From an optimization exercise on the open Yosys and OpenROAD flow, aimed at small area and a short achievable clock period; shortcuts taken in it are not production practice. At most, simulation tests tie the RTL to the original design; equivalence was not proved. No functional check of the RTL was part of run 1. Power and IR drop assume default switching activity.

==> design/flow/design.v <==
`timescale 1ns / 1ps
module fa(input a, b, c, output s, co);
    assign s = a ^ b ^ c;
    assign co = (a & b) | (a & c) | (b & c);
endmodule
module ha(input a, b, output s, co);
    assign s = a ^ b;
    assign co = a & b;
endmodule
module Optimized_Wallace(
    input clk, rst,
    input [15:0] A, B,
    output reg [31:0] PRODUCT
);
    reg [15:0] ra;
    reg rb15;
    reg one0;
    reg two0;
    reg neg0;
    reg one1;
    reg two1;
    reg neg1;
    reg one2;
    reg two2;
    reg neg2;
    reg one3;
    reg two3;
    reg neg3;
    reg one4;
    reg two4;
    reg neg4;
    reg one5;
    reg two5;
    reg neg5;
    reg one6;
    reg two6;
    reg neg6;
    reg one7;
    reg two7;
    reg neg7;
    reg [92:0] r2;
    reg [54:0] r3;
    reg v1, v2, v3;
    wire pp1 = ((one0 & ra[0])) ^ neg0;
    wire pp2 = ((one0 & ra[1]) | (two0 & ra[0])) ^ neg0;
    wire pp3 = ((one0 & ra[2]) | (two0 & ra[1])) ^ neg0;
    wire pp4 = ((one0 & ra[3]) | (two0 & ra[2])) ^ neg0;
    wire pp5 = ((one0 & ra[4]) | (two0 & ra[3])) ^ neg0;
    wire pp6 = ((one0 & ra[5]) | (two0 & ra[4])) ^ neg0;
    wire pp7 = ((one0 & ra[6]) | (two0 & ra[5])) ^ neg0;
    wire pp8 = ((one0 & ra[7]) | (two0 & ra[6])) ^ neg0;
    wire pp9 = ((one0 & ra[8]) | (two0 & ra[7])) ^ neg0;
    wire pp10 = ((one0 & ra[9]) | (two0 & ra[8])) ^ neg0;
    wire pp11 = ((one0 & ra[10]) | (two0 & ra[9])) ^ neg0;
    wire pp12 = ((one0 & ra[11]) | (two0 & ra[10])) ^ neg0;
    wire pp13 = ((one0 & ra[12]) | (two0 & ra[11])) ^ neg0;
    wire pp14 = ((one0 & ra[13]) | (two0 & ra[12])) ^ neg0;
    wire pp15 = ((one0 & ra[14]) | (two0 & ra[13])) ^ neg0;
    wire pp16 = ((one0 & ra[15]) | (two0 & ra[14])) ^ neg0;
    wire pp17 = ((two0 & ra[15])) ^ neg0;
    wire ns18 = ~neg0;
    wire pp19 = ((one1 & ra[0])) ^ neg1;
    wire pp20 = ((one1 & ra[1]) | (two1 & ra[0])) ^ neg1;
    wire pp21 = ((one1 & ra[2]) | (two1 & ra[1])) ^ neg1;
    wire pp22 = ((one1 & ra[3]) | (two1 & ra[2])) ^ neg1;
    wire pp23 = ((one1 & ra[4]) | (two1 & ra[3])) ^ neg1;
    wire pp24 = ((one1 & ra[5]) | (two1 & ra[4])) ^ neg1;
    wire pp25 = ((one1 & ra[6]) | (two1 & ra[5])) ^ neg1;
    wire pp26 = ((one1 & ra[7]) | (two1 & ra[6])) ^ neg1;
    wire pp27 = ((one1 & ra[8]) | (two1 & ra[7])) ^ neg1;
    wire pp28 = ((one1 & ra[9]) | (two1 & ra[8])) ^ neg1;
    wire pp29 = ((one1 & ra[10]) | (two1 & ra[9])) ^ neg1;
    wire pp30 = ((one1 & ra[11]) | (two1 & ra[10])) ^ neg1;
    wire pp31 = ((one1 & ra[12]) | (two1 & ra[11])) ^ neg1;
    wire pp32 = ((one1 & ra[13]) | (two1 & ra[12])) ^ neg1;
    wire pp33 = ((one1 & ra[14]) | (two1 & ra[13])) ^ neg1;
    wire pp34 = ((one1 & ra[15]) | (two1 & ra[14])) ^ neg1;
    wire pp35 = ((two1 & ra[15])) ^ neg1;
    wire ns36 = ~neg1;
    wire pp37 = ((one2 & ra[0])) ^ neg2;
    wire pp38 = ((one2 & ra[1]) | (two2 & ra[0])) ^ neg2;
    wire pp39 = ((one2 & ra[2]) | (two2 & ra[1])) ^ neg2;
    wire pp40 = ((one2 & ra[3]) | (two2 & ra[2])) ^ neg2;
    wire pp41 = ((one2 & ra[4]) | (two2 & ra[3])) ^ neg2;
    wire pp42 = ((one2 & ra[5]) | (two2 & ra[4])) ^ neg2;
    wire pp43 = ((one2 & ra[6]) | (two2 & ra[5])) ^ neg2;
    wire pp44 = ((one2 & ra[7]) | (two2 & ra[6])) ^ neg2;
    wire pp45 = ((one2 & ra[8]) | (two2 & ra[7])) ^ neg2;
    wire pp46 = ((one2 & ra[9]) | (two2 & ra[8])) ^ neg2;
    wire pp47 = ((one2 & ra[10]) | (two2 & ra[9])) ^ neg2;
    wire pp48 = ((one2 & ra[11]) | (two2 & ra[10])) ^ neg2;
    wire pp49 = ((one2 & ra[12]) | (two2 & ra[11])) ^ neg2;
    wire pp50 = ((one2 & ra[13]) | (two2 & ra[12])) ^ neg2;
    wire pp51 = ((one2 & ra[14]) | (two2 & ra[13])) ^ neg2;
    wire pp52 = ((one2 & ra[15]) | (two2 & ra[14])) ^ neg2;
    wire pp53 = ((two2 & ra[15])) ^ neg2;
    wire ns54 = ~neg2;
    wire pp55 = ((one3 & ra[0])) ^ neg3;
    wire pp56 = ((one3 & ra[1]) | (two3 & ra[0])) ^ neg3;
    wire pp57 = ((one3 & ra[2]) | (two3 & ra[1])) ^ neg3;
    wire pp58 = ((one3 & ra[3]) | (two3 & ra[2])) ^ neg3;
    wire pp59 = ((one3 & ra[4]) | (two3 & ra[3])) ^ neg3;
    wire pp60 = ((one3 & ra[5]) | (two3 & ra[4])) ^ neg3;
    wire pp61 = ((one3 & ra[6]) | (two3 & ra[5])) ^ neg3;
    wire pp62 = ((one3 & ra[7]) | (two3 & ra[6])) ^ neg3;
    wire pp63 = ((one3 & ra[8]) | (two3 & ra[7])) ^ neg3;
    wire pp64 = ((one3 & ra[9]) | (two3 & ra[8])) ^ neg3;
    wire pp65 = ((one3 & ra[10]) | (two3 & ra[9])) ^ neg3;
    wire pp66 = ((one3 & ra[11]) | (two3 & ra[10])) ^ neg3;
    wire pp67 = ((one3 & ra[12]) | (two3 & ra[11])) ^ neg3;
    wire pp68 = ((one3 & ra[13]) | (two3 & ra[12])) ^ neg3;
    wire pp69 = ((one3 & ra[14]) | (two3 & ra[13])) ^ neg3;
    wire pp70 = ((one3 & ra[15]) | (two3 & ra[14])) ^ neg3;
    wire pp71 = ((two3 & ra[15])) ^ neg3;
    wire ns72 = ~neg3;
    wire pp73 = ((one4 & ra[0])) ^ neg4;
    wire pp74 = ((one4 & ra[1]) | (two4 & ra[0])) ^ neg4;
    wire pp75 = ((one4 & ra[2]) | (two4 & ra[1])) ^ neg4;
    wire pp76 = ((one4 & ra[3]) | (two4 & ra[2])) ^ neg4;
    wire pp77 = ((one4 & ra[4]) | (two4 & ra[3])) ^ neg4;
    wire pp78 = ((one4 & ra[5]) | (two4 & ra[4])) ^ neg4;
    wire pp79 = ((one4 & ra[6]) | (two4 & ra[5])) ^ neg4;
    wire pp80 = ((one4 & ra[7]) | (two4 & ra[6])) ^ neg4;
    wire pp81 = ((one4 & ra[8]) | (two4 & ra[7])) ^ neg4;
    wire pp82 = ((one4 & ra[9]) | (two4 & ra[8])) ^ neg4;
    wire pp83 = ((one4 & ra[10]) | (two4 & ra[9])) ^ neg4;
    wire pp84 = ((one4 & ra[11]) | (two4 & ra[10])) ^ neg4;
    wire pp85 = ((one4 & ra[12]) | (two4 & ra[11])) ^ neg4;
    wire pp86 = ((one4 & ra[13]) | (two4 & ra[12])) ^ neg4;
    wire pp87 = ((one4 & ra[14]) | (two4 & ra[13])) ^ neg4;
    wire pp88 = ((one4 & ra[15]) | (two4 & ra[14])) ^ neg4;
    wire pp89 = ((two4 & ra[15])) ^ neg4;
    wire ns90 = ~neg4;
    wire pp91 = ((one5 & ra[0])) ^ neg5;
    wire pp92 = ((one5 & ra[1]) | (two5 & ra[0])) ^ neg5;
    wire pp93 = ((one5 & ra[2]) | (two5 & ra[1])) ^ neg5;
    wire pp94 = ((one5 & ra[3]) | (two5 & ra[2])) ^ neg5;
    wire pp95 = ((one5 & ra[4]) | (two5 & ra[3])) ^ neg5;
    wire pp96 = ((one5 & ra[5]) | (two5 & ra[4])) ^ neg5;
    wire pp97 = ((one5 & ra[6]) | (two5 & ra[5])) ^ neg5;
    wire pp98 = ((one5 & ra[7]) | (two5 & ra[6])) ^ neg5;
    wire pp99 = ((one5 & ra[8]) | (two5 & ra[7])) ^ neg5;
    wire pp100 = ((one5 & ra[9]) | (two5 & ra[8])) ^ neg5;
    wire pp101 = ((one5 & ra[10]) | (two5 & ra[9])) ^ neg5;
    wire pp102 = ((one5 & ra[11]) | (two5 & ra[10])) ^ neg5;
    wire pp103 = ((one5 & ra[12]) | (two5 & ra[11])) ^ neg5;
    wire pp104 = ((one5 & ra[13]) | (two5 & ra[12])) ^ neg5;
    wire pp105 = ((one5 & ra[14]) | (two5 & ra[13])) ^ neg5;
    wire pp106 = ((one5 & ra[15]) | (two5 & ra[14])) ^ neg5;
    wire pp107 = ((two5 & ra[15])) ^ neg5;
    wire ns108 = ~neg5;
    wire pp109 = ((one6 & ra[0])) ^ neg6;
    wire pp110 = ((one6 & ra[1]) | (two6 & ra[0])) ^ neg6;
    wire pp111 = ((one6 & ra[2]) | (two6 & ra[1])) ^ neg6;
    wire pp112 = ((one6 & ra[3]) | (two6 & ra[2])) ^ neg6;
    wire pp113 = ((one6 & ra[4]) | (two6 & ra[3])) ^ neg6;
    wire pp114 = ((one6 & ra[5]) | (two6 & ra[4])) ^ neg6;
    wire pp115 = ((one6 & ra[6]) | (two6 & ra[5])) ^ neg6;
    wire pp116 = ((one6 & ra[7]) | (two6 & ra[6])) ^ neg6;
    wire pp117 = ((one6 & ra[8]) | (two6 & ra[7])) ^ neg6;
    wire pp118 = ((one6 & ra[9]) | (two6 & ra[8])) ^ neg6;
    wire pp119 = ((one6 & ra[10]) | (two6 & ra[9])) ^ neg6;
    wire pp120 = ((one6 & ra[11]) | (two6 & ra[10])) ^ neg6;
    wire pp121 = ((one6 & ra[12]) | (two6 & ra[11])) ^ neg6;
    wire pp122 = ((one6 & ra[13]) | (two6 & ra[12])) ^ neg6;
    wire pp123 = ((one6 & ra[14]) | (two6 & ra[13])) ^ neg6;
    wire pp124 = ((one6 & ra[15]) | (two6 & ra[14])) ^ neg6;
    wire pp125 = ((two6 & ra[15])) ^ neg6;
    wire ns126 = ~neg6;
    wire pp127 = ((one7 & ra[0])) ^ neg7;
    wire pp128 = ((one7 & ra[1]) | (two7 & ra[0])) ^ neg7;
    wire pp129 = ((one7 & ra[2]) | (two7 & ra[1])) ^ neg7;
    wire pp130 = ((one7 & ra[3]) | (two7 & ra[2])) ^ neg7;
    wire pp131 = ((one7 & ra[4]) | (two7 & ra[3])) ^ neg7;
    wire pp132 = ((one7 & ra[5]) | (two7 & ra[4])) ^ neg7;
    wire pp133 = ((one7 & ra[6]) | (two7 & ra[5])) ^ neg7;
    wire pp134 = ((one7 & ra[7]) | (two7 & ra[6])) ^ neg7;
    wire pp135 = ((one7 & ra[8]) | (two7 & ra[7])) ^ neg7;
    wire pp136 = ((one7 & ra[9]) | (two7 & ra[8])) ^ neg7;
    wire pp137 = ((one7 & ra[10]) | (two7 & ra[9])) ^ neg7;
    wire pp138 = ((one7 & ra[11]) | (two7 & ra[10])) ^ neg7;
    wire pp139 = ((one7 & ra[12]) | (two7 & ra[11])) ^ neg7;
    wire pp140 = ((one7 & ra[13]) | (two7 & ra[12])) ^ neg7;
    wire pp141 = ((one7 & ra[14]) | (two7 & ra[13])) ^ neg7;
    wire pp142 = ((one7 & ra[15]) | (two7 & ra[14])) ^ neg7;
    wire pp143 = ((two7 & ra[15])) ^ neg7;
    wire ns144 = ~neg7;
    wire pp145 = rb15 & ra[0];
    wire pp146 = rb15 & ra[1];
    wire pp147 = rb15 & ra[2];
    wire pp148 = rb15 & ra[3];
    wire pp149 = rb15 & ra[4];
    wire pp150 = rb15 & ra[5];
    wire pp151 = rb15 & ra[6];
    wire pp152 = rb15 & ra[7];
    wire pp153 = rb15 & ra[8];
    wire pp154 = rb15 & ra[9];
    wire pp155 = rb15 & ra[10];
    wire pp156 = rb15 & ra[11];
    wire pp157 = rb15 & ra[12];
    wire pp158 = rb15 & ra[13];
    wire pp159 = rb15 & ra[14];
    wire pp160 = rb15 & ra[15];
    wire s161, c162;
    fa u_s161 (.a(pp3), .b(pp19), .c(neg1), .s(s161), .co(c162));
    wire s163, c164;
    fa u_s163 (.a(pp5), .b(pp21), .c(pp37), .s(s163), .co(c164));
    wire s165, c166;
    fa u_s165 (.a(pp6), .b(pp22), .c(pp38), .s(s165), .co(c166));
    wire s167, c168;
    fa u_s167 (.a(pp7), .b(pp23), .c(pp39), .s(s167), .co(c168));
    wire s169, c170;
    fa u_s169 (.a(pp8), .b(pp24), .c(pp40), .s(s169), .co(c170));
    wire s171, c172;
    fa u_s171 (.a(pp9), .b(pp25), .c(pp41), .s(s171), .co(c172));
    wire s173, c174;
    fa u_s173 (.a(pp57), .b(pp73), .c(neg4), .s(s173), .co(c174));
    wire s175, c176;
    fa u_s175 (.a(pp10), .b(pp26), .c(pp42), .s(s175), .co(c176));
    wire s177, c178;
    fa u_s177 (.a(pp11), .b(pp27), .c(pp43), .s(s177), .co(c178));
    wire s179, c180;
    fa u_s179 (.a(pp59), .b(pp75), .c(pp91), .s(s179), .co(c180));
    wire s181, c182;
    fa u_s181 (.a(pp12), .b(pp28), .c(pp44), .s(s181), .co(c182));
    wire s183, c184;
    fa u_s183 (.a(pp60), .b(pp76), .c(pp92), .s(s183), .co(c184));
    wire s185, c186;
    fa u_s185 (.a(pp13), .b(pp29), .c(pp45), .s(s185), .co(c186));
    wire s187, c188;
    fa u_s187 (.a(pp61), .b(pp77), .c(pp93), .s(s187), .co(c188));
    wire s189, c190;
    fa u_s189 (.a(pp14), .b(pp30), .c(pp46), .s(s189), .co(c190));
    wire s191, c192;
    fa u_s191 (.a(pp62), .b(pp78), .c(pp94), .s(s191), .co(c192));
    wire s193, c194;
    fa u_s193 (.a(pp15), .b(pp31), .c(pp47), .s(s193), .co(c194));
    wire s195, c196;
    fa u_s195 (.a(pp63), .b(pp79), .c(pp95), .s(s195), .co(c196));
    wire s197, c198;
    fa u_s197 (.a(pp111), .b(pp127), .c(neg7), .s(s197), .co(c198));
    wire s199, c200;
    fa u_s199 (.a(pp16), .b(pp32), .c(pp48), .s(s199), .co(c200));
    wire s201, c202;
    fa u_s201 (.a(pp64), .b(pp80), .c(pp96), .s(s201), .co(c202));
    wire s203, c204;
    ha u_s203 (.a(pp112), .b(pp128), .s(s203), .co(c204));
    wire s205, c206;
    fa u_s205 (.a(pp17), .b(pp33), .c(pp49), .s(s205), .co(c206));
    wire s207, c208;
    fa u_s207 (.a(pp65), .b(pp81), .c(pp97), .s(s207), .co(c208));
    wire s209, c210;
    fa u_s209 (.a(pp113), .b(pp129), .c(pp145), .s(s209), .co(c210));
    wire s211, c212;
    fa u_s211 (.a(neg0), .b(pp34), .c(pp50), .s(s211), .co(c212));
    wire s213, c214;
    fa u_s213 (.a(pp66), .b(pp82), .c(pp98), .s(s213), .co(c214));
    wire s215, c216;
    fa u_s215 (.a(pp114), .b(pp130), .c(pp146), .s(s215), .co(c216));
    wire s217, c218;
    fa u_s217 (.a(neg0), .b(pp35), .c(pp51), .s(s217), .co(c218));
    wire s219, c220;
    fa u_s219 (.a(pp67), .b(pp83), .c(pp99), .s(s219), .co(c220));
    wire s221, c222;
    fa u_s221 (.a(pp115), .b(pp131), .c(pp147), .s(s221), .co(c222));
    wire s223, c224;
    fa u_s223 (.a(ns18), .b(ns36), .c(pp52), .s(s223), .co(c224));
    wire s225, c226;
    fa u_s225 (.a(pp68), .b(pp84), .c(pp100), .s(s225), .co(c226));
    wire s227, c228;
    fa u_s227 (.a(pp116), .b(pp132), .c(pp148), .s(s227), .co(c228));
    wire s229 = ~(pp53 ^ pp69);
    wire c230 = pp53 | pp69;
    wire s231, c232;
    fa u_s231 (.a(pp85), .b(pp101), .c(pp117), .s(s231), .co(c232));
    wire s233, c234;
    ha u_s233 (.a(pp133), .b(pp149), .s(s233), .co(c234));
    wire s235, c236;
    fa u_s235 (.a(ns54), .b(pp70), .c(pp86), .s(s235), .co(c236));
    wire s237, c238;
    fa u_s237 (.a(pp102), .b(pp118), .c(pp134), .s(s237), .co(c238));
    wire s239 = ~(pp71 ^ pp87);
    wire c240 = pp71 | pp87;
    wire s241, c242;
    fa u_s241 (.a(pp103), .b(pp119), .c(pp135), .s(s241), .co(c242));
    wire s243, c244;
    fa u_s243 (.a(ns72), .b(pp88), .c(pp104), .s(s243), .co(c244));
    wire s245, c246;
    fa u_s245 (.a(pp120), .b(pp136), .c(pp152), .s(s245), .co(c246));
    wire s247 = ~(pp89 ^ pp105);
    wire c248 = pp89 | pp105;
    wire s249, c250;
    fa u_s249 (.a(pp121), .b(pp137), .c(pp153), .s(s249), .co(c250));
    wire s251, c252;
    fa u_s251 (.a(ns90), .b(pp106), .c(pp122), .s(s251), .co(c252));
    wire s253 = ~(pp107 ^ pp123);
    wire c254 = pp107 | pp123;
    wire s255, c256;
    fa u_s255 (.a(ns108), .b(pp124), .c(pp140), .s(s255), .co(c256));
    wire s257 = ~(pp125 ^ pp141);
    wire c258 = pp125 | pp141;
    wire s259, c260;
    fa u_s259 (.a(ns126), .b(pp142), .c(pp158), .s(s259), .co(c260));
    wire s261 = ~(pp143 ^ pp159);
    wire c262 = pp143 | pp159;
    wire s263, c264;
    fa u_s263 (.a(c162), .b(pp4), .c(pp20), .s(s263), .co(c264));
    wire s265, c266;
    fa u_s265 (.a(c166), .b(s167), .c(pp55), .s(s265), .co(c266));
    wire s267, c268;
    fa u_s267 (.a(c168), .b(s169), .c(pp56), .s(s267), .co(c268));
    wire s269, c270;
    fa u_s269 (.a(c170), .b(s171), .c(s173), .s(s269), .co(c270));
    wire s271, c272;
    fa u_s271 (.a(c172), .b(c174), .c(s175), .s(s271), .co(c272));
    wire s273, c274;
    fa u_s273 (.a(c176), .b(s177), .c(s179), .s(s273), .co(c274));
    wire s275, c276;
    fa u_s275 (.a(c178), .b(c180), .c(s181), .s(s275), .co(c276));
    wire s277, c278;
    fa u_s277 (.a(c182), .b(c184), .c(s185), .s(s277), .co(c278));
    wire s279, c280;
    fa u_s279 (.a(s187), .b(pp109), .c(neg6), .s(s279), .co(c280));
    wire s281, c282;
    fa u_s281 (.a(c186), .b(c188), .c(s189), .s(s281), .co(c282));
    wire s283, c284;
    ha u_s283 (.a(s191), .b(pp110), .s(s283), .co(c284));
    wire s285, c286;
    fa u_s285 (.a(c190), .b(c192), .c(s193), .s(s285), .co(c286));
    wire s287, c288;
    ha u_s287 (.a(s195), .b(s197), .s(s287), .co(c288));
    wire s289, c290;
    fa u_s289 (.a(c194), .b(c196), .c(c198), .s(s289), .co(c290));
    wire s291, c292;
    fa u_s291 (.a(s199), .b(s201), .c(s203), .s(s291), .co(c292));
    wire s293, c294;
    fa u_s293 (.a(c200), .b(c202), .c(c204), .s(s293), .co(c294));
    wire s295, c296;
    fa u_s295 (.a(s205), .b(s207), .c(s209), .s(s295), .co(c296));
    wire s297, c298;
    fa u_s297 (.a(c206), .b(c208), .c(c210), .s(s297), .co(c298));
    wire s299, c300;
    fa u_s299 (.a(s211), .b(s213), .c(s215), .s(s299), .co(c300));
    wire s301, c302;
    fa u_s301 (.a(c212), .b(c214), .c(c216), .s(s301), .co(c302));
    wire s303, c304;
    fa u_s303 (.a(s217), .b(s219), .c(s221), .s(s303), .co(c304));
    wire s305, c306;
    fa u_s305 (.a(c218), .b(c220), .c(c222), .s(s305), .co(c306));
    wire s307, c308;
    fa u_s307 (.a(s223), .b(s225), .c(s227), .s(s307), .co(c308));
    wire s309, c310;
    fa u_s309 (.a(c224), .b(c226), .c(c228), .s(s309), .co(c310));
    wire s311, c312;
    fa u_s311 (.a(s229), .b(s231), .c(s233), .s(s311), .co(c312));
    wire s313, c314;
    fa u_s313 (.a(c230), .b(c232), .c(c234), .s(s313), .co(c314));
    wire s315, c316;
    fa u_s315 (.a(s235), .b(s237), .c(pp150), .s(s315), .co(c316));
    wire s317, c318;
    fa u_s317 (.a(c236), .b(c238), .c(s239), .s(s317), .co(c318));
    wire s319, c320;
    ha u_s319 (.a(s241), .b(pp151), .s(s319), .co(c320));
    wire s321, c322;
    fa u_s321 (.a(c240), .b(c242), .c(s243), .s(s321), .co(c322));
    wire s323, c324;
    fa u_s323 (.a(c244), .b(c246), .c(s247), .s(s323), .co(c324));
    wire s325, c326;
    fa u_s325 (.a(c248), .b(c250), .c(s251), .s(s325), .co(c326));
    wire s327, c328;
    fa u_s327 (.a(c252), .b(s253), .c(pp139), .s(s327), .co(c328));
    wire s329, c330;
    fa u_s329 (.a(c254), .b(s255), .c(pp156), .s(s329), .co(c330));
    wire s331, c332;
    fa u_s331 (.a(c256), .b(s257), .c(pp157), .s(s331), .co(c332));
    wire s333, c334;
    fa u_s333 (.a(c262), .b(ns144), .c(pp160), .s(s333), .co(c334));
    wire s335, c336;
    fa u_s335 (.a(r2[5]), .b(r2[6]), .c(r2[7]), .s(s335), .co(c336));
    wire s337, c338;
    fa u_s337 (.a(r2[16]), .b(r2[17]), .c(r2[18]), .s(s337), .co(c338));
    wire s339, c340;
    fa u_s339 (.a(r2[20]), .b(r2[21]), .c(r2[22]), .s(s339), .co(c340));
    wire s341, c342;
    fa u_s341 (.a(r2[23]), .b(r2[24]), .c(r2[25]), .s(s341), .co(c342));
    wire s343, c344;
    fa u_s343 (.a(r2[26]), .b(r2[27]), .c(r2[28]), .s(s343), .co(c344));
    wire s345, c346;
    fa u_s345 (.a(r2[29]), .b(r2[30]), .c(r2[31]), .s(s345), .co(c346));
    wire s347, c348;
    fa u_s347 (.a(r2[33]), .b(r2[34]), .c(r2[35]), .s(s347), .co(c348));
    wire s349, c350;
    fa u_s349 (.a(r2[37]), .b(r2[38]), .c(r2[39]), .s(s349), .co(c350));
    wire s351, c352;
    fa u_s351 (.a(r2[41]), .b(r2[42]), .c(r2[43]), .s(s351), .co(c352));
    wire s353, c354;
    fa u_s353 (.a(r2[45]), .b(r2[46]), .c(r2[47]), .s(s353), .co(c354));
    wire s355, c356;
    fa u_s355 (.a(r2[49]), .b(r2[50]), .c(r2[51]), .s(s355), .co(c356));
    wire s357, c358;
    fa u_s357 (.a(r2[53]), .b(r2[54]), .c(r2[55]), .s(s357), .co(c358));
    wire s359, c360;
    fa u_s359 (.a(r2[57]), .b(r2[58]), .c(r2[59]), .s(s359), .co(c360));
    wire s361, c362;
    fa u_s361 (.a(r2[61]), .b(r2[62]), .c(r2[63]), .s(s361), .co(c362));
    wire s363, c364;
    fa u_s363 (.a(r2[65]), .b(r2[66]), .c(r2[67]), .s(s363), .co(c364));
    wire s365, c366;
    fa u_s365 (.a(r2[69]), .b(r2[70]), .c(r2[71]), .s(s365), .co(c366));
    wire s367, c368;
    fa u_s367 (.a(r2[73]), .b(r2[74]), .c(r2[75]), .s(s367), .co(c368));
    wire s369, c370;
    fa u_s369 (.a(r2[76]), .b(r2[77]), .c(r2[78]), .s(s369), .co(c370));
    wire s371, c372;
    fa u_s371 (.a(r2[80]), .b(r2[81]), .c(r2[82]), .s(s371), .co(c372));
    wire s373, c374;
    fa u_s373 (.a(r2[87]), .b(r2[88]), .c(r2[89]), .s(s373), .co(c374));
    wire s375, c376;
    fa u_s375 (.a(c336), .b(r2[8]), .c(r2[9]), .s(s375), .co(c376));
    wire s377, c378;
    ha u_s377 (.a(r2[10]), .b(r2[11]), .s(s377), .co(c378));
    wire s379, c380;
    ha u_s379 (.a(r2[12]), .b(r2[13]), .s(s379), .co(c380));
    wire s381, c382;
    ha u_s381 (.a(r2[14]), .b(r2[15]), .s(s381), .co(c382));
    wire s383, c384;
    ha u_s383 (.a(s337), .b(r2[19]), .s(s383), .co(c384));
    wire s385, c386;
    ha u_s385 (.a(c338), .b(s339), .s(s385), .co(c386));
    wire s387, c388;
    ha u_s387 (.a(c340), .b(s341), .s(s387), .co(c388));
    wire s389, c390;
    ha u_s389 (.a(c342), .b(s343), .s(s389), .co(c390));
    wire s391, c392;
    fa u_s391 (.a(c344), .b(s345), .c(r2[32]), .s(s391), .co(c392));
    wire s393, c394;
    fa u_s393 (.a(c346), .b(s347), .c(r2[36]), .s(s393), .co(c394));
    wire s395, c396;
    fa u_s395 (.a(c348), .b(s349), .c(r2[40]), .s(s395), .co(c396));
    wire s397, c398;
    fa u_s397 (.a(c350), .b(s351), .c(r2[44]), .s(s397), .co(c398));
    wire s399, c400;
    fa u_s399 (.a(c352), .b(s353), .c(r2[48]), .s(s399), .co(c400));
    wire s401, c402;
    fa u_s401 (.a(c354), .b(s355), .c(r2[52]), .s(s401), .co(c402));
    wire s403, c404;
    fa u_s403 (.a(c356), .b(s357), .c(r2[56]), .s(s403), .co(c404));
    wire s405, c406;
    fa u_s405 (.a(c358), .b(s359), .c(r2[60]), .s(s405), .co(c406));
    wire s407, c408;
    fa u_s407 (.a(c360), .b(s361), .c(r2[64]), .s(s407), .co(c408));
    wire s409, c410;
    fa u_s409 (.a(c362), .b(s363), .c(r2[68]), .s(s409), .co(c410));
    wire s411, c412;
    fa u_s411 (.a(c364), .b(s365), .c(r2[72]), .s(s411), .co(c412));
    wire s413, c414;
    ha u_s413 (.a(c366), .b(s367), .s(s413), .co(c414));
    wire s415, c416;
    fa u_s415 (.a(c368), .b(s369), .c(r2[79]), .s(s415), .co(c416));
    wire s417, c418;
    ha u_s417 (.a(c370), .b(s371), .s(s417), .co(c418));
    wire s419, c420;
    fa u_s419 (.a(c372), .b(r2[83]), .c(r2[84]), .s(s419), .co(c420));
    wire s421, c422;
    ha u_s421 (.a(r2[85]), .b(r2[86]), .s(s421), .co(c422));
    wire s423, c424;
    fa u_s423 (.a(c374), .b(r2[90]), .c(r2[91]), .s(s423), .co(c424));
    wire g425, p426;
    ha u_p426 (.a(r2[0]), .b(r2[1]), .s(p426), .co(g425));
    wire g427, p428;
    ha u_p428 (.a(c376), .b(s377), .s(p428), .co(g427));
    wire g429, p430;
    ha u_p430 (.a(c378), .b(s379), .s(p430), .co(g429));
    wire g431, p432;
    ha u_p432 (.a(c380), .b(s381), .s(p432), .co(g431));
    wire g433, p434;
    ha u_p434 (.a(c382), .b(s383), .s(p434), .co(g433));
    wire g435, p436;
    ha u_p436 (.a(c384), .b(s385), .s(p436), .co(g435));
    wire g437, p438;
    ha u_p438 (.a(c386), .b(s387), .s(p438), .co(g437));
    wire g439, p440;
    ha u_p440 (.a(c388), .b(s389), .s(p440), .co(g439));
    wire g441, p442;
    ha u_p442 (.a(c390), .b(s391), .s(p442), .co(g441));
    wire g443, p444;
    ha u_p444 (.a(c392), .b(s393), .s(p444), .co(g443));
    wire g445, p446;
    ha u_p446 (.a(c394), .b(s395), .s(p446), .co(g445));
    wire g447, p448;
    ha u_p448 (.a(c396), .b(s397), .s(p448), .co(g447));
    wire g449, p450;
    ha u_p450 (.a(c398), .b(s399), .s(p450), .co(g449));
    wire g451, p452;
    ha u_p452 (.a(c400), .b(s401), .s(p452), .co(g451));
    wire g453, p454;
    ha u_p454 (.a(c402), .b(s403), .s(p454), .co(g453));
    wire g455, p456;
    ha u_p456 (.a(c404), .b(s405), .s(p456), .co(g455));
    wire g457, p458;
    ha u_p458 (.a(c406), .b(s407), .s(p458), .co(g457));
    wire g459, p460;
    ha u_p460 (.a(c408), .b(s409), .s(p460), .co(g459));
    wire g461, p462;
    ha u_p462 (.a(c410), .b(s411), .s(p462), .co(g461));
    wire g463, p464;
    ha u_p464 (.a(c412), .b(s413), .s(p464), .co(g463));
    wire g465, p466;
    ha u_p466 (.a(c414), .b(s415), .s(p466), .co(g465));
    wire g467, p468;
    ha u_p468 (.a(c416), .b(s417), .s(p468), .co(g467));
    wire g469, p470;
    ha u_p470 (.a(c418), .b(s419), .s(p470), .co(g469));
    wire g471, p472;
    ha u_p472 (.a(c420), .b(s421), .s(p472), .co(g471));
    wire g473, p474;
    ha u_p474 (.a(c422), .b(s373), .s(p474), .co(g473));
    wire g475, p476;
    ha u_p476 (.a(c424), .b(r2[92]), .s(p476), .co(g475));
    wire t477 = p426 | g425;
    wire t478 = p428 | g427;
    wire t479 = p430 | g429;
    wire t480 = p432 | g431;
    wire t481 = p434 | g433;
    wire G482 = 1'b0 | (r2[2] & g425);
    wire P483 = r2[2] & t477;
    wire G484 = 1'b0 | (r2[4] & 1'b0);
    wire P485 = r2[4] & r2[3];
    wire G486 = 1'b0 | (s375 & 1'b0);
    wire P487 = s375 & s335;
    wire G488 = g429 | (t479 & g427);
    wire P489 = t479 & t478;
    wire G490 = g433 | (t481 & g431);
    wire P491 = t481 & t480;
    wire G492 = 1'b0 | (r2[3] & G482);
    wire P493 = r2[3] & P483;
    wire G494 = G484 | (P485 & G482);
    wire P495 = P485 & P483;
    wire G496 = g427 | (t478 & G486);
    wire P497 = t478 & P487;
    wire G498 = G488 | (P489 & G486);
    wire P499 = P489 & P487;
    wire G500 = 1'b0 | (s335 & G494);
    wire P501 = s335 & P495;
    wire G502 = G486 | (P487 & G494);
    wire P503 = P487 & P495;
    wire G504 = G496 | (P497 & G494);
    wire P505 = P497 & P495;
    wire G506 = G498 | (P499 & G494);
    wire P507 = P499 & P495;
    wire G508 = g431 | (t480 & G506);
    wire P509 = t480 & P507;
    wire G510 = G490 | (P491 & G506);
    wire P511 = P491 & P507;
    wire sum512 = p426;
    wire sum513 = r2[2] ^ g425;
    wire sum514 = r2[3] ^ G482;
    wire sum515 = r2[4] ^ G492;
    wire sum516 = s335 ^ G494;
    wire sum517 = s375 ^ G500;
    wire sum518 = p428 ^ G502;
    wire sum519 = p430 ^ G504;
    wire sum520 = p432 ^ G506;
    wire sum521 = p434 ^ G508;
    wire t522 = r3[11] | r3[12];
    wire t523 = r3[13] | r3[14];
    wire t524 = r3[15] | r3[16];
    wire t525 = r3[17] | r3[18];
    wire t526 = r3[19] | r3[20];
    wire t527 = r3[21] | r3[22];
    wire t528 = r3[23] | r3[24];
    wire t529 = r3[25] | r3[26];
    wire t530 = r3[27] | r3[28];
    wire t531 = r3[29] | r3[30];
    wire t532 = r3[31] | r3[32];
    wire t533 = r3[33] | r3[34];
    wire t534 = r3[35] | r3[36];
    wire t535 = r3[37] | r3[38];
    wire t536 = r3[39] | r3[40];
    wire t537 = r3[41] | r3[42];
    wire t538 = r3[43] | r3[44];
    wire t539 = r3[45] | r3[46];
    wire t540 = r3[47] | r3[48];
    wire t541 = r3[49] | r3[50];
    wire t542 = r3[51] | r3[52];
    wire t543 = r3[53] | r3[54];
    wire g544 = r3[12] | (r3[11] & r3[10]);
    wire G545 = r3[14] | (t523 & g544);
    wire P546 = t523 & t522;
    wire G547 = r3[18] | (t525 & r3[16]);
    wire P548 = t525 & t524;
    wire G549 = r3[22] | (t527 & r3[20]);
    wire P550 = t527 & t526;
    wire G551 = r3[26] | (t529 & r3[24]);
    wire P552 = t529 & t528;
    wire G553 = r3[30] | (t531 & r3[28]);
    wire P554 = t531 & t530;
    wire G555 = r3[34] | (t533 & r3[32]);
    wire P556 = t533 & t532;
    wire G557 = r3[38] | (t535 & r3[36]);
    wire P558 = t535 & t534;
    wire G559 = r3[42] | (t537 & r3[40]);
    wire P560 = t537 & t536;
    wire G561 = r3[46] | (t539 & r3[44]);
    wire P562 = t539 & t538;
    wire G563 = r3[50] | (t541 & r3[48]);
    wire P564 = t541 & t540;
    wire G565 = r3[54] | (t543 & r3[52]);
    wire P566 = t543 & t542;
    wire G567 = r3[16] | (t524 & G545);
    wire P568 = t524 & P546;
    wire G569 = G547 | (P548 & G545);
    wire P570 = P548 & P546;
    wire G571 = r3[24] | (t528 & G549);
    wire P572 = t528 & P550;
    wire G573 = G551 | (P552 & G549);
    wire P574 = P552 & P550;
    wire G575 = r3[32] | (t532 & G553);
    wire P576 = t532 & P554;
    wire G577 = G555 | (P556 & G553);
    wire P578 = P556 & P554;
    wire G579 = r3[40] | (t536 & G557);
    wire P580 = t536 & P558;
    wire G581 = G559 | (P560 & G557);
    wire P582 = P560 & P558;
    wire G583 = r3[48] | (t540 & G561);
    wire P584 = t540 & P562;
    wire G585 = G563 | (P564 & G561);
    wire P586 = P564 & P562;
    wire G587 = r3[20] | (t526 & G569);
    wire P588 = t526 & P570;
    wire G589 = G549 | (P550 & G569);
    wire P590 = P550 & P570;
    wire G591 = G571 | (P572 & G569);
    wire P592 = P572 & P570;
    wire G593 = G573 | (P574 & G569);
    wire P594 = P574 & P570;
    wire G595 = r3[36] | (t534 & G577);
    wire P596 = t534 & P578;
    wire G597 = G557 | (P558 & G577);
    wire P598 = P558 & P578;
    wire G599 = G579 | (P580 & G577);
    wire P600 = P580 & P578;
    wire G601 = G581 | (P582 & G577);
    wire P602 = P582 & P578;
    wire G603 = r3[52] | (t542 & G585);
    wire P604 = t542 & P586;
    wire G605 = G565 | (P566 & G585);
    wire P606 = P566 & P586;
    wire G607 = r3[28] | (t530 & G593);
    wire P608 = t530 & P594;
    wire G609 = G553 | (P554 & G593);
    wire P610 = P554 & P594;
    wire G611 = G575 | (P576 & G593);
    wire P612 = P576 & P594;
    wire G613 = G577 | (P578 & G593);
    wire P614 = P578 & P594;
    wire G615 = G595 | (P596 & G593);
    wire P616 = P596 & P594;
    wire G617 = G597 | (P598 & G593);
    wire P618 = P598 & P594;
    wire G619 = G599 | (P600 & G593);
    wire P620 = P600 & P594;
    wire G621 = G601 | (P602 & G593);
    wire P622 = P602 & P594;
    wire G623 = r3[44] | (t538 & G621);
    wire P624 = t538 & P622;
    wire G625 = G561 | (P562 & G621);
    wire P626 = P562 & P622;
    wire G627 = G583 | (P584 & G621);
    wire P628 = P584 & P622;
    wire G629 = G585 | (P586 & G621);
    wire P630 = P586 & P622;
    wire G631 = G603 | (P604 & G621);
    wire P632 = P604 & P622;
    wire G633 = G605 | (P606 & G621);
    wire P634 = P606 & P622;
    wire sum635 = r3[11] ^ r3[10];
    wire sum636 = r3[13] ^ g544;
    wire sum637 = r3[15] ^ G545;
    wire sum638 = r3[17] ^ G567;
    wire sum639 = r3[19] ^ G569;
    wire sum640 = r3[21] ^ G587;
    wire sum641 = r3[23] ^ G589;
    wire sum642 = r3[25] ^ G591;
    wire sum643 = r3[27] ^ G593;
    wire sum644 = r3[29] ^ G607;
    wire sum645 = r3[31] ^ G609;
    wire sum646 = r3[33] ^ G611;
    wire sum647 = r3[35] ^ G613;
    wire sum648 = r3[37] ^ G615;
    wire sum649 = r3[39] ^ G617;
    wire sum650 = r3[41] ^ G619;
    wire sum651 = r3[43] ^ G621;
    wire sum652 = r3[45] ^ G623;
    wire sum653 = r3[47] ^ G625;
    wire sum654 = r3[49] ^ G627;
    wire sum655 = r3[51] ^ G629;
    wire sum656 = r3[53] ^ G631;
    wire [31:0] sum = {sum656, sum655, sum654, sum653, sum652, sum651, sum650, sum649, sum648, sum647, sum646, sum645, sum644, sum643, sum642, sum641, sum640, sum639, sum638, sum637, sum636, sum635, r3[9], r3[8], r3[7], r3[6], r3[5], r3[4], r3[3], r3[2], r3[1], r3[0]};
    always @(posedge clk or posedge rst) begin
        if (rst) begin
            v1 <= 1'b0; v2 <= 1'b0; v3 <= 1'b0;
            PRODUCT <= 32'd0;
        end else begin
            v1 <= 1'b1; v2 <= v1; v3 <= v2;
            PRODUCT <= sum & {32{v3}};
        end
    end
    always @(posedge clk) begin
        ra <= A;
        rb15 <= B[15];
        one0 <= B[0] ^ 1'b0;
        two0 <= (B[1] & ~B[0] & ~1'b0) | (~B[1] & B[0] & 1'b0);
        neg0 <= B[1] & ~(B[0] & 1'b0);
        one1 <= B[2] ^ B[1];
        two1 <= (B[3] & ~B[2] & ~B[1]) | (~B[3] & B[2] & B[1]);
        neg1 <= B[3] & ~(B[2] & B[1]);
        one2 <= B[4] ^ B[3];
        two2 <= (B[5] & ~B[4] & ~B[3]) | (~B[5] & B[4] & B[3]);
        neg2 <= B[5] & ~(B[4] & B[3]);
        one3 <= B[6] ^ B[5];
        two3 <= (B[7] & ~B[6] & ~B[5]) | (~B[7] & B[6] & B[5]);
        neg3 <= B[7] & ~(B[6] & B[5]);
        one4 <= B[8] ^ B[7];
        two4 <= (B[9] & ~B[8] & ~B[7]) | (~B[9] & B[8] & B[7]);
        neg4 <= B[9] & ~(B[8] & B[7]);
        one5 <= B[10] ^ B[9];
        two5 <= (B[11] & ~B[10] & ~B[9]) | (~B[11] & B[10] & B[9]);
        neg5 <= B[11] & ~(B[10] & B[9]);
        one6 <= B[12] ^ B[11];
        two6 <= (B[13] & ~B[12] & ~B[11]) | (~B[13] & B[12] & B[11]);
        neg6 <= B[13] & ~(B[12] & B[11]);
        one7 <= B[14] ^ B[13];
        two7 <= (B[15] & ~B[14] & ~B[13]) | (~B[15] & B[14] & B[13]);
        neg7 <= B[15] & ~(B[14] & B[13]);
        r2 <= {s333, s261, c260, s259, c258, c332, s331, c330, s329, c328, pp155, s327, c326, pp154, pp138, s325, c324, s249, s323, c322, s245, s321, c320, c318, s319, s317, c316, c314, s315, s313, c312, c310, s311, s309, c308, c306, s307, s305, c304, c302, s303, s301, c300, c298, s299, s297, c296, c294, s295, s293, c292, c290, s291, s289, c288, c286, s287, s285, c284, c282, s283, s281, c280, c278, s279, s277, c276, s183, s275, c274, neg5, s273, c272, pp74, pp58, s271, c270, s269, c268, s267, c266, neg3, s265, s165, c164, neg2, s163, c264, s263, s161, pp2, neg0, pp1};
        r3 <= {g475, p476, 1'b0, s423, g473, p474, g471, p472, g469, p470, g467, p468, g465, p466, g463, p464, g461, p462, g459, p460, g457, p458, g455, p456, g453, p454, g451, p452, g449, p450, g447, p448, g445, p446, g443, p444, g441, p442, g439, p440, g437, p438, g435, p436, G510, sum521, sum520, sum519, sum518, sum517, sum516, sum515, sum514, sum513, sum512};
    end
endmodule
==> design/flow/flow/run.sh <==
#!/bin/bash
# The standard layout (the standard.sh: ORFS synthesis through finish),
# with the port buffers made of sky130_fd_sc_hd__buf_1 instead of the
# resizer's default pick.  Every tool's output goes to a log in this folder
# (make's own output to flow_make.log, ORFS's per-step logs under orfs/logs).
set -euo pipefail
export BUFFER_PORTS_ARGS="-buffer_cell sky130_fd_sc_hd__buf_1"
bash standard.sh finish > flow_make.log 2>&1
==> design/flow/standard.sh <==
#!/bin/bash
# synth_recipe.tcl (not shown) runs the flow's synth.tcl, then flattens the netlist and writes it again
# the make line also repeats each setting of config.mk as NAME=value (left out here)
make -C /OpenROAD-flow-scripts/flow DESIGN_CONFIG=/design/flow/config.mk WORK_HOME=/design/flow/orfs CLKGATE_MAP_FILE= SYNTH_SCRIPT=/design/flow/synth_recipe.tcl "${@:-finish}"
==> design/flow/config.mk <==
export PLATFORM = sky130hd
export DESIGN_NAME = Optimized_Wallace
export DESIGN_NICKNAME = Optimized_Wallace
export VERILOG_FILES = /design/flow/design.v
export SDC_FILE = /design/flow/constraint.sdc
export NUM_CORES = 4
export LEC_CHECK = 0
export CAP_MARGIN = 20
export CORE_MARGIN = 2
export CORE_UTILIZATION = 60
export CTS_BUF_LIST = sky130_fd_sc_hd__clkbuf_16
export CTS_CLUSTER_DIAMETER = 100
export CTS_CLUSTER_SIZE = 25
export SETUP_SLACK_MARGIN = 1.4
export SLEW_MARGIN = 20
export SYNTH_HIERARCHICAL = 1
export SYNTH_MINIMUM_KEEP_SIZE = 0
export TNS_END_PERCENT = 0
==> design/flow/constraint.sdc <==
create_clock -name core_clock -period 3.0 [get_ports {clk}]
set_input_delay 0.6000 -clock core_clock [delete_from_list [all_inputs] [get_ports {clk}]]
set_output_delay 0.6000 -clock core_clock [all_outputs]
set_load 0.01 [all_outputs]
==> run_results.csv, run 1 <==
group,metric,value,unit
global_routing,grt_pass1_wl,40.4,mm
cells_and_area,multi_input_area,0.00657,mm^2
timing,setup_violations,0,
route,drc,0,
timing,hold_viol,0,
hold_path,hold_class,"in -> async",
worst_setup_path,cp_top_family,"adder cells",
worst_setup_path,crit_fanout,16,
floorplanning,floorplan.initialDensity,0.611,
clock_network,clk_path_buf_depth,3,
cells_and_area,finalNetCount,1196,
worst_setup_path,reg2regPathDepth,4,
global_routing,grt_pass1_vias,7451,
route,vias,7156,
synth,syn_area,0.0114,mm^2
worst_setup_path,path_cells,"a22oi_1, xnor2_1, fa_1, fa_1",
clock_network,cts_root_buffer,"clkbuf_16",
worst_setup_path,critPathKind,"reg -> reg",
worst_setup_path,cp_common_cell,"fa_1",
worst_setup_path,rr_startpoint,"two7",
route,routed_via_density,5.80,
timing,timing.hold.ws,172,ps
route,firstDrtPassIters,5,
cells_and_area,fill_cells,1420,
floorplanning,die-area,0.0201,mm^2
route,wl_per_cell,20.1,um
floorplanning,rows,50,
power_and_ir_drop,p_leak,5.00,nW
worst_setup_path,path_buf_inv,0,
clock_network,cts-buffers-inserted,13,
cells_and_area,seq_area,0.00473,mm^2
worst_setup_path,crit_required,3330,ps
timing,worstMarginPinSlew,814,ps
floorplanning,die_w,142,um
floorplanning,ioPinCount,66,
placement,hpwl,17.2,mm
run,max_cap_viol_count,0,
timing,tns,0,ps
timing,slew_headroom,0.457,
power_and_ir_drop,pwr_density_cell,930,mW/mm^2
global_routing,grt_max_degree,36,
worst_setup_path,r2r_slack,890,ps
worst_setup_path,slowest_delay,580,ps
route,ant_nets,0,
status,status,"finished clean",
cells_and_area,post_route_cells_drive_above_1_share,0.127,
timing,max_freq,0.473,GHz
floorplanning,core_area,0.0186,mm^2
synth,ys_async_sr_fraction,0.158,
synth,synthFlopType,"dfxtp_1",
global_routing,antenna_found_initial,1,
synth,seq_area_frac_synth,0.405,
synth,synthCells,965,
synth,synthesis.nets,1168,
route,drt_iter0_drc,568,
synth,yosysWarnings,7,
worst_setup_path,start_kind,"register",
route,drt_wl_total,24.8,mm
clock_network,htree_levels,1,
clock_network,clock_latency,470,ps
synth,ys_types,49,
worst_setup_path,r2r_end,"r2[58]",
synth,ys_ff_latch,222,
timing,period_share,0.704,
floorplanning,die_y,142,um
timing,rsz0062_at_grt,"yes",
cells_and_area,layout.cells.most_common,"dfxtp_1",
timing,finalMaxSlewViolations,0,
synth,synth_enable_flop_cells,0,
clock_network,clock_sinks,222,
cells_and_area,synthToLayoutAreaGrowth,10.4,%
timing,min_period,2110,ps
global_routing,grtUsageTotal,0.257,
clock_network,cts.clk_slew.worst_paths,90,ps
worst_setup_path,cp-end-kind,"register",
placement,port_buffers,65,
worst_setup_path,cp.arrival,2440,ps
clock_network,tritoncts,"built",
placement,dpl.cell_count,1206,
worst_setup_path,critPathSlowestCell,"dfxtp_2",
cells_and_area,fin_cells,1233,
cells_and_area,num_antenna_cells,0,
cells_and_area,final_cell_mix,"dfxtp_1, xnor2_1, fa_1",
power_and_ir_drop,peakVddDrop,0.465,mV
placement,place.gp.congestion,0.884,
global_routing,overflow,0,
synth,postSynthAreaPerCell,11.8,um^2
timing,finClkSkew,10.2,ps
## how the worst max path moves through the flow
stage                  endpoint  slack (ps)  startpoint  depth (start not counted)
floorplan                 r3[9]        1010       r2[5]                          8
finish                   r2[58]         890        two7                          4
detailed placement       r2[59]         510        one3                          4
CTS                       r3[9]         890       r2[5]                          8
global route        PRODUCT[29]         840      r3[16]                          6
global placement         r2[59]         550        one3                          4
## routing by layer
layer | vias up | global-route usage | part of all wire
li1 | 3282 | - | -
met1 | 3467 | 0.373 | 0.44
met2 | 346 | 0.396 | 0.45
met3 | 59 | 0.0499 | 0.087
met4 | 2 | 0.0789 | 0.022
met5 | - | 0 | 0.00056
## power by group
group	total [mW]	switching (mW)	internal [mW]
registers	4.90	0.793	4.11
logic	5.01	2.54	2.47
clock network	1.78	0.970	0.814
## area by class of cell
class                           instances  area share
Tap cell                              234      0.0233
Clock inverter                          8     0.00428
Clock buffer                           13      0.0259
Multi-Input combinational cell        632       0.523
Sequential cell                       222       0.376
Timing Repair Buffer                   98      0.0403
Inverter                               26     0.00776
## metrics by stage
step | total power, mW | worst slack (ps) | utilization | instance area (um^2)
2_1_floorplan | 8.27 | 1010 | - | 11800
6_report | 11.7 | 888 | 0.675 | 12600
5_1_grt | 12.8 | 840 | 0.675 | 12600
3_3_place_gp | 9.54 | 548 | 0.642 | 12000
3_5_place_dp | 9.78 | 512 | 0.642 | 12000
4_1_cts | 11.7 | 891 | 0.667 | 12400
## per-module statistics from Yosys (local to each module, per instance)
module,flops+latches,cells,copies in the design
Optimized_Wallace,222,813,1
fa,0,1,111
ha,0,1,41
## sequential cells by signal (all words and copies together), names as in the netlist, 16 cells and up
signal,flops
PRODUCT,32
r3,53
ra,16
r2,93
## synthesized netlist by cell type (all sizes together) (2+ instances only)
cell type | instances | area, um^2
nor4 | 3 | 18.8
a22oi | 120 | 901
a311oi | 2 | 17.5
a31oi | 2 | 27.5
dfrtp | 35 | 876
a21oi | 9 | 45.0
xor2 | 6 | 52.6
a21o | 5 | 37.5
a211oi | 3 | 22.5
inv | 26 | 97.6
o22ai | 8 | 76.3
o21a | 5 | 37.5
a21boi | 2 | 15.0
nand2b | 16 | 108
nor3 | 8 | 40.0
o21ai | 11 | 55.1
clkbuf | 83 | 312
mux2i | 8 | 80.1
buf | 2 | 7.51
ha | 58 | 726
nand2 | 28 | 105
or2 | 2 | 12.5
fa | 111 | 2220
nor2 | 17 | 63.8
and2 | 29 | 181
dfxtp | 187 | 3740
nand3 | 2 | 10.0
nor2b | 11 | 68.8
or3 | 3 | 18.8
nand3b | 7 | 52.6
xnor2 | 143 | 1250
## kinds of logic (layout without fill, tap and decap cells)
| family | after synthesis | after routing | share of synthesized area |
|---|---|---|---|
| flops | 222 | 222 | 0.405 |
| buf+inv | 111 | 145 | 0.0366 |
| mux | 8 | 8 | 0.00703 |
| simple gates | 129 | 129 | 0.0615 |
| xor+xnor | 149 | 149 | 0.115 |
| fa+ha+maj | 169 | 169 | 0.259 |
| compound gates | 176 | 176 | 0.116 |
| other cells | 1 | 1 | 0.000329 |
## tightest hold or removal path, stage by stage
cell	delay (ps)
buf_1	70
inv_1	40
buf_4	360
## repair_timing
action | in CTS | in global routing
resized for setup | 44 | 30
cloned | 0 | 0
pin swaps | 3 | 6
hold buffers | 0 | 0
buffers inserted | 0 | 6
endpoints found under the setup margin | 124 | 150
hold endpoints to repair | 0 | 0
==> inputs of run 2 (changes only) <==
--- a/design/flow/design.v
+++ b/design/flow/design.v
@@ -609,93 +609,75 @@
     wire P566 = t543 & t542;
-    wire G567 = r3[16] | (t524 & G545);
-    wire P568 = t524 & P546;
-    wire G569 = G547 | (P548 & G545);
-    wire P570 = P548 & P546;
-    wire G571 = r3[24] | (t528 & G549);
-    wire P572 = t528 & P550;
-    wire G573 = G551 | (P552 & G549);
-    wire P574 = P552 & P550;
-    wire G575 = r3[32] | (t532 & G553);
-    wire P576 = t532 & P554;
-    wire G577 = G555 | (P556 & G553);
-    wire P578 = P556 & P554;
-    wire G579 = r3[40] | (t536 & G557);
-    wire P580 = t536 & P558;
-    wire G581 = G559 | (P560 & G557);
-    wire P582 = P560 & P558;
-    wire G583 = r3[48] | (t540 & G561);
-    wire P584 = t540 & P562;
-    wire G585 = G563 | (P564 & G561);
-    wire P586 = P564 & P562;
-    wire G587 = r3[20] | (t526 & G569);
-    wire P588 = t526 & P570;
-    wire G589 = G549 | (P550 & G569);
-    wire P590 = P550 & P570;
-    wire G591 = G571 | (P572 & G569);
-    wire P592 = P572 & P570;
-    wire G593 = G573 | (P574 & G569);
-    wire P594 = P574 & P570;
-    wire G595 = r3[36] | (t534 & G577);
-    wire P596 = t534 & P578;
-    wire G597 = G557 | (P558 & G577);
-    wire P598 = P558 & P578;
-    wire G599 = G579 | (P580 & G577);
-    wire P600 = P580 & P578;
-    wire G601 = G581 | (P582 & G577);
-    wire P602 = P582 & P578;
-    wire G603 = r3[52] | (t542 & G585);
-    wire P604 = t542 & P586;
-    wire G605 = G565 | (P566 & G585);
-    wire P606 = P566 & P586;
-    wire G607 = r3[28] | (t530 & G593);
-    wire P608 = t530 & P594;
-    wire G609 = G553 | (P554 & G593);
-    wire P610 = P554 & P594;
-    wire G611 = G575 | (P576 & G593);
-    wire P612 = P576 & P594;
-    wire G613 = G577 | (P578 & G593);
-    wire P614 = P578 & P594;
-    wire G615 = G595 | (P596 & G593);
-    wire P616 = P596 & P594;
-    wire G617 = G597 | (P598 & G593);
-    wire P618 = P598 & P594;
-    wire G619 = G599 | (P600 & G593);
-    wire P620 = P600 & P594;
-    wire G621 = G601 | (P602 & G593);
-    wire P622 = P602 & P594;
-    wire G623 = r3[44] | (t538 & G621);
-    wire P624 = t538 & P622;
-    wire G625 = G561 | (P562 & G621);
-    wire P626 = P562 & P622;
-    wire G627 = G583 | (P584 & G621);
-    wire P628 = P584 & P622;
-    wire G629 = G585 | (P586 & G621);
-    wire P630 = P586 & P622;
-    wire G631 = G603 | (P604 & G621);
-    wire P632 = P604 & P622;
-    wire G633 = G605 | (P606 & G621);
-    wire P634 = P606 & P622;
-    wire sum635 = r3[11] ^ r3[10];
-    wire sum636 = r3[13] ^ g544;
-    wire sum637 = r3[15] ^ G545;
-    wire sum638 = r3[17] ^ G567;
-    wire sum639 = r3[19] ^ G569;
-    wire sum640 = r3[21] ^ G587;
-    wire sum641 = r3[23] ^ G589;
-    wire sum642 = r3[25] ^ G591;
-    wire sum643 = r3[27] ^ G593;
-    wire sum644 = r3[29] ^ G607;
-    wire sum645 = r3[31] ^ G609;
-    wire sum646 = r3[33] ^ G611;
-    wire sum647 = r3[35] ^ G613;
-    wire sum648 = r3[37] ^ G615;
-    wire sum649 = r3[39] ^ G617;
-    wire sum650 = r3[41] ^ G619;
-    wire sum651 = r3[43] ^ G621;
-    wire sum652 = r3[45] ^ G623;
-    wire sum653 = r3[47] ^ G625;
-    wire sum654 = r3[49] ^ G627;
-    wire sum655 = r3[51] ^ G629;
-    wire sum656 = r3[53] ^ G631;
-    wire [31:0] sum = {sum656, sum655, sum654, sum653, sum652, sum651, sum650, sum649, sum648, sum647, sum646, sum645, sum644, sum643, sum642, sum641, sum640, sum639, sum638, sum637, sum636, sum635, r3[9], r3[8], r3[7], r3[6], r3[5], r3[4], r3[3], r3[2], r3[1], r3[0]};
+    wire G567 = G547 | (P548 & G545);
+    wire P568 = P548 & P546;
+    wire G569 = G551 | (P552 & G549);
+    wire P570 = P552 & P550;
+    wire G571 = G555 | (P556 & G553);
+    wire P572 = P556 & P554;
+    wire G573 = G559 | (P560 & G557);
+    wire P574 = P560 & P558;
+    wire G575 = G563 | (P564 & G561);
+    wire P576 = P564 & P562;
+    wire G577 = G569 | (P570 & G567);
+    wire P578 = P570 & P568;
+    wire G579 = G573 | (P574 & G571);
+    wire P580 = P574 & P572;
+    wire G581 = G579 | (P580 & G577);
+    wire P582 = P580 & P578;
+    wire G583 = G571 | (P572 & G577);
+    wire P584 = P572 & P578;
+    wire G585 = G575 | (P576 & G581);
+    wire P586 = P576 & P582;
+    wire G587 = G549 | (P550 & G567);
+    wire P588 = P550 & P568;
+    wire G589 = G553 | (P554 & G577);
+    wire P590 = P554 & P578;
+    wire G591 = G557 | (P558 & G583);
+    wire P592 = P558 & P584;
+    wire G593 = G561 | (P562 & G581);
+    wire P594 = P562 & P582;
+    wire G595 = G565 | (P566 & G585);
+    wire P596 = P566 & P586;
+    wire G597 = r3[16] | (t524 & G545);
+    wire P598 = t524 & P546;
+    wire G599 = r3[20] | (t526 & G567);
+    wire P600 = t526 & P568;
+    wire G601 = r3[24] | (t528 & G587);
+    wire P602 = t528 & P588;
+    wire G603 = r3[28] | (t530 & G577);
+    wire P604 = t530 & P578;
+    wire G605 = r3[32] | (t532 & G589);
+    wire P606 = t532 & P590;
+    wire G607 = r3[36] | (t534 & G583);
+    wire P608 = t534 & P584;
+    wire G609 = r3[40] | (t536 & G591);
+    wire P610 = t536 & P592;
+    wire G611 = r3[44] | (t538 & G581);
+    wire P612 = t538 & P582;
+    wire G613 = r3[48] | (t540 & G593);
+    wire P614 = t540 & P594;
+    wire G615 = r3[52] | (t542 & G585);
+    wire P616 = t542 & P586;
+    wire sum617 = r3[11] ^ r3[10];
+    wire sum618 = r3[13] ^ g544;
+    wire sum619 = r3[15] ^ G545;
+    wire sum620 = r3[17] ^ G597;
+    wire sum621 = r3[19] ^ G567;
+    wire sum622 = r3[21] ^ G599;
+    wire sum623 = r3[23] ^ G587;
+    wire sum624 = r3[25] ^ G601;
+    wire sum625 = r3[27] ^ G577;
+    wire sum626 = r3[29] ^ G603;
+    wire sum627 = r3[31] ^ G589;
+    wire sum628 = r3[33] ^ G605;
+    wire sum629 = r3[35] ^ G583;
+    wire sum630 = r3[37] ^ G607;
+    wire sum631 = r3[39] ^ G591;
+    wire sum632 = r3[41] ^ G609;
+    wire sum633 = r3[43] ^ G581;
+    wire sum634 = r3[45] ^ G611;
+    wire sum635 = r3[47] ^ G593;
+    wire sum636 = r3[49] ^ G613;
+    wire sum637 = r3[51] ^ G585;
+    wire sum638 = r3[53] ^ G615;
+    wire [31:0] sum = {sum638, sum637, sum636, sum635, sum634, sum633, sum632, sum631, sum630, sum629, sum628, sum627, sum626, sum625, sum624, sum623, sum622, sum621, sum620, sum619, sum618, sum617, r3[9], r3[8], r3[7], r3[6], r3[5], r3[4], r3[3], r3[2], r3[1], r3[0]};
     always @(posedge clk or posedge rst) begin
--- a/design/flow/config.mk
+++ b/design/flow/config.mk
@@ -17,2 +17,2 @@
 export SYNTH_MINIMUM_KEEP_SIZE = 0
-export TNS_END_PERCENT = 0
+export TNS_END_PERCENT = 10
==> run 2 against run 1 <==
  * Final area up 8.8%
  * Register-to-register slack barely moved
  * Utilization is 6.2 points higher
  * Power is 2.8% higher
  * Global-route usage increased by 1.6 points
  * First-iteration DRC count increased by 41%
  * Highest routed layer is now met4
  * Sequential cell count unchanged
  * Routed wire length is 11% higher
==> run_results.csv, run 2 <==
group,metric,value,unit
status,status,"finished clean",
route,wl_per_cell,21.3,um
worst_setup_path,crit_required,3440,ps
global_routing,antenna_found_initial,0,
power_and_ir_drop,p_comb_frac,0.458,
synth,synth_top_cell_area_share,0.333,
global_routing,grt_max_degree,27,
timing,slew_headroom,0.427,
power_and_ir_drop,clock_power_share,0.141,
clock_network,cts.clk_slew.worst_paths,110,ps
run,max_cap_viol_count,0,
timing,min_period,2130,ps
synth,synthCells,948,
synth,seq_area_frac_synth,0.410,
synth,syn_area,0.0113,mm^2
placement,hpwl,16.6,mm
power_and_ir_drop,peakVddDrop,0.671,mV
cells_and_area,finalInstanceArea,0.0137,mm^2
floorplanning,die_w,141,um
timing,max_freq,0.470,GHz
worst_setup_path,cp.arrival,2570,ps
clock_network,cts_root_buffer,"clkbuf_16",
cells_and_area,top_regs,"r2 (93), r3 (53), PRODUCT (32)",
synth,ys_types,46,
clock_network,tritoncts,"built",
timing,finalMaxSlewViolations,0,
worst_setup_path,critPathKind,"reg -> reg",
clock_network,clk_path_buf_depth,3,
route,drt_iter0_drc,802,
global_routing,overflow,0,
power_and_ir_drop,p_sw_frac,0.362,
route,drc,0,
placement,place.gp.congestion,0.936,
synth,synthFlopType,"dfxtp_1",
clock_network,holdBufCountCts,0,
floorplanning,rows,50,
cells_and_area,post_route_cells_drive_above_1_share,0.266,
timing,worstMarginPinSlew,859,ps
timing,period_share,0.709,
synth,synthTopCellsByArea,"dfxtp_1, fa_1, xnor2_1",
power_and_ir_drop,seqPwrFrac,0.401,
timing,tns,0,ps
power_and_ir_drop,power,12.0,mW
global_routing,grtUsageTotal,0.274,
floorplanning,die-area,0.0199,mm^2
cells_and_area,finalNetCount,1259,
clock_network,clock_sinks,222,
clock_network,cts-buffers-inserted,12,
worst_setup_path,crit_fanout,8,
cells_and_area,layout.cells.most_common,"dfxtp_1",
placement,pre_cts_ws,507,ps
timing,rsz0062_at_grt,"yes",
timing,setup_violations,0,
synth,yosys-top-cells-count,"dfxtp_1, xnor2_1, a22oi_1",
worst_setup_path,start_kind,"register",
route,firstDrtPassIters,6,
synth,synth_enable_flop_cells,0,
timing,finClkSkew,34.0,ps
floorplanning,core_area,0.0186,mm^2
synth,postSynthAreaPerCell,11.9,um^2
floorplanning,floorplan.initialDensity,0.606,
cells_and_area,final_cell_mix,"dfxtp_1, xnor2_1, fa_1",
cells_and_area,regMostFlops,"r2",
route,routed_via_density,5.87,
power_and_ir_drop,p_int,7.66,mW
synth,ys_ff_latch,222,
synth,synthesis.nets,1152,
cells_and_area,num_antenna_cells,0,
placement,port_buffers,65,
floorplanning,ioPinCount,66,
power_and_ir_drop,pwr_density_cell,879,mW/mm^2
synth,yosysTopAreaCell,"dfxtp_1",
worst_setup_path,cp-end-kind,"register",
timing,fin_ws,874,ps
clock_network,htree_levels,1,
clock_network,clock_latency,490,ps
global_routing,grt_pass1_vias,7825,
timing,timing.hold.ws,192,ps
synth,yosysWarnings,7,
cells_and_area,synthToLayoutAreaGrowth,21.6,%
hold_path,hold_class,"in -> reg",
route,ant_nets,0,
timing,hold_viol,0,
cells_and_area,largest_reg_flops,93,
synth,synth.most_common_cell,"dfxtp_1",
route,vias,7584,
global_routing,grt_pass1_wl,42.2,mm
floorplanning,die_y,141,um
synth,ys_async_sr_fraction,0.158,
route,drt_wl_total,27.6,mm
power_and_ir_drop,power.net_switching,4.35,mW
power_and_ir_drop,p_leak,5.49,nW
placement,placed_area,0.0118,mm^2
run 2: cell count changes in the layout (fill, tap and decap cells not counted), sizes merged, moves of 5 or more:
cell,previous run,this run
o22ai,8,1
xnor2,143,148
o21ai,11,20
buf,98,177
run 2: metal layers:
layer	GRT usage	part of all wire
met3	0.0625	0.10
met1	0.374	0.40
met4	0.111	0.038
met5	0	0
met2	0.428	0.46
run 2: path summary, 6_finish.rpt:
path / to / startpoint / cells past startpoint / slack, ps
worst max-delay path: r2[56] / ra[9] / 5 / 870
worst min-delay path: ra[10] / A[10] / 1 / 190
worst max register to register: r2[56] / ra[9] / 5 / 870
worst min register to register: v2 / v1 / 0 / 360
max in group asynchronous: PRODUCT[27] / rst / 3 / 2060
min in group asynchronous: PRODUCT[15] / rst / 2 / 260
run 2: layout make-up:
cell class	count	area (um^2)
fill	1282	4900
clock buffer	13	325
clock inverter	5	20.0
tap	234	293
timing repair buffer	177	1410
inverter	28	105
multi-input combinational	614	6780
sequential	222	4760
run 2: kinds of logic (layout without fill, tap and decap cells):
| logic type | Yosys count | after routing | synth area share |
|---|---|---|---|
| xor+xnor | 152 | 152 | 0.118 |
| mux | 4 | 4 | 0.00356 |
| other cells | 1 | 1 | 0.000333 |
| compound gates | 177 | 177 | 0.114 |
| flops | 222 | 222 | 0.410 |
| fa+ha+maj | 170 | 170 | 0.263 |
| buf+inv | 112 | 223 | 0.0374 |
| simple gates | 110 | 110 | 0.0534 |
run 2: Yosys stat by module (local to each module, per instance):
| module | cells | cell area (um^2) | flops+latches | times used |
|---|---|---|---|---|
| Optimized_Wallace | 796 | 8520 | 222 | 1 |
| fa | 1 | 20.0 | 0 | 111 |
| ha | 1 | 12.5 | 0 | 41 |
run 2: per-stage QoR:
step,cells,utilization
final,1293,0.736
after CTS,1263,0.707
after detailed placement,1182,0.634
after global placement,1182,0.634
after floorplan,948,-
after global routing,1293,0.736
run 2: power by group through the flow:
| stage | logic, mW | clock network, mW | registers (mW) |
|---|---|---|---|
| 2_1_floorplan | 3.50 | 0 | 4.68 |
| 3_3_place_gp | 4.53 | 0 | 4.89 |
| 3_5_place_dp | 4.72 | 0 | 4.92 |
| 4_1_cts | 5.11 | 1.74 | 4.80 |
| 5_1_grt | 6.27 | 1.85 | 4.93 |
| 6_report | 5.50 | 1.70 | 4.82 |
run 2: what timing repair did:
item | in CTS | in global routing
gates resized for setup | 121 | 62
pin swaps | 64 | 44
buffers inserted | 63 | 30
endpoints found under the setup margin | 125 | 143
run 2: critical path: stages, from the launching register on:
cell and delay [ps]:
dfxtp_4 460, buf_4 240, a22oi_2 100, xnor2_1 250, fa_2 500, fa_2 530

-- static timing again, ports no longer ideal --
How much do the figures lean on ideal ports? The routed layouts below were timed once more, with nothing changed but the port constraints.
Step 1 sets driving cells, clkbuf_16 on the clock port and buf_2 on the other inputs (assumed; they add their load-dependent delay and slew).
Step 2 adds t to the input delays and takes it off the output delays; t is the mean of the earliest and latest rising clock arrival at the registers after step 1. Input paths then give back, and output paths get back, about the clock's delay inside the block.
a / b / c = ideal / step 1 / step 2; a / b = the first two.
run	shift t [ns]	setup slack, ns	worst slew at a driven data input, ns
run 1	0.506	0.888 / 0.888 / 0.888	0.04
run 2	0.519	0.874 / 0.874 / 0.874	0.03
After both steps setup and hold are still met in every run listed.
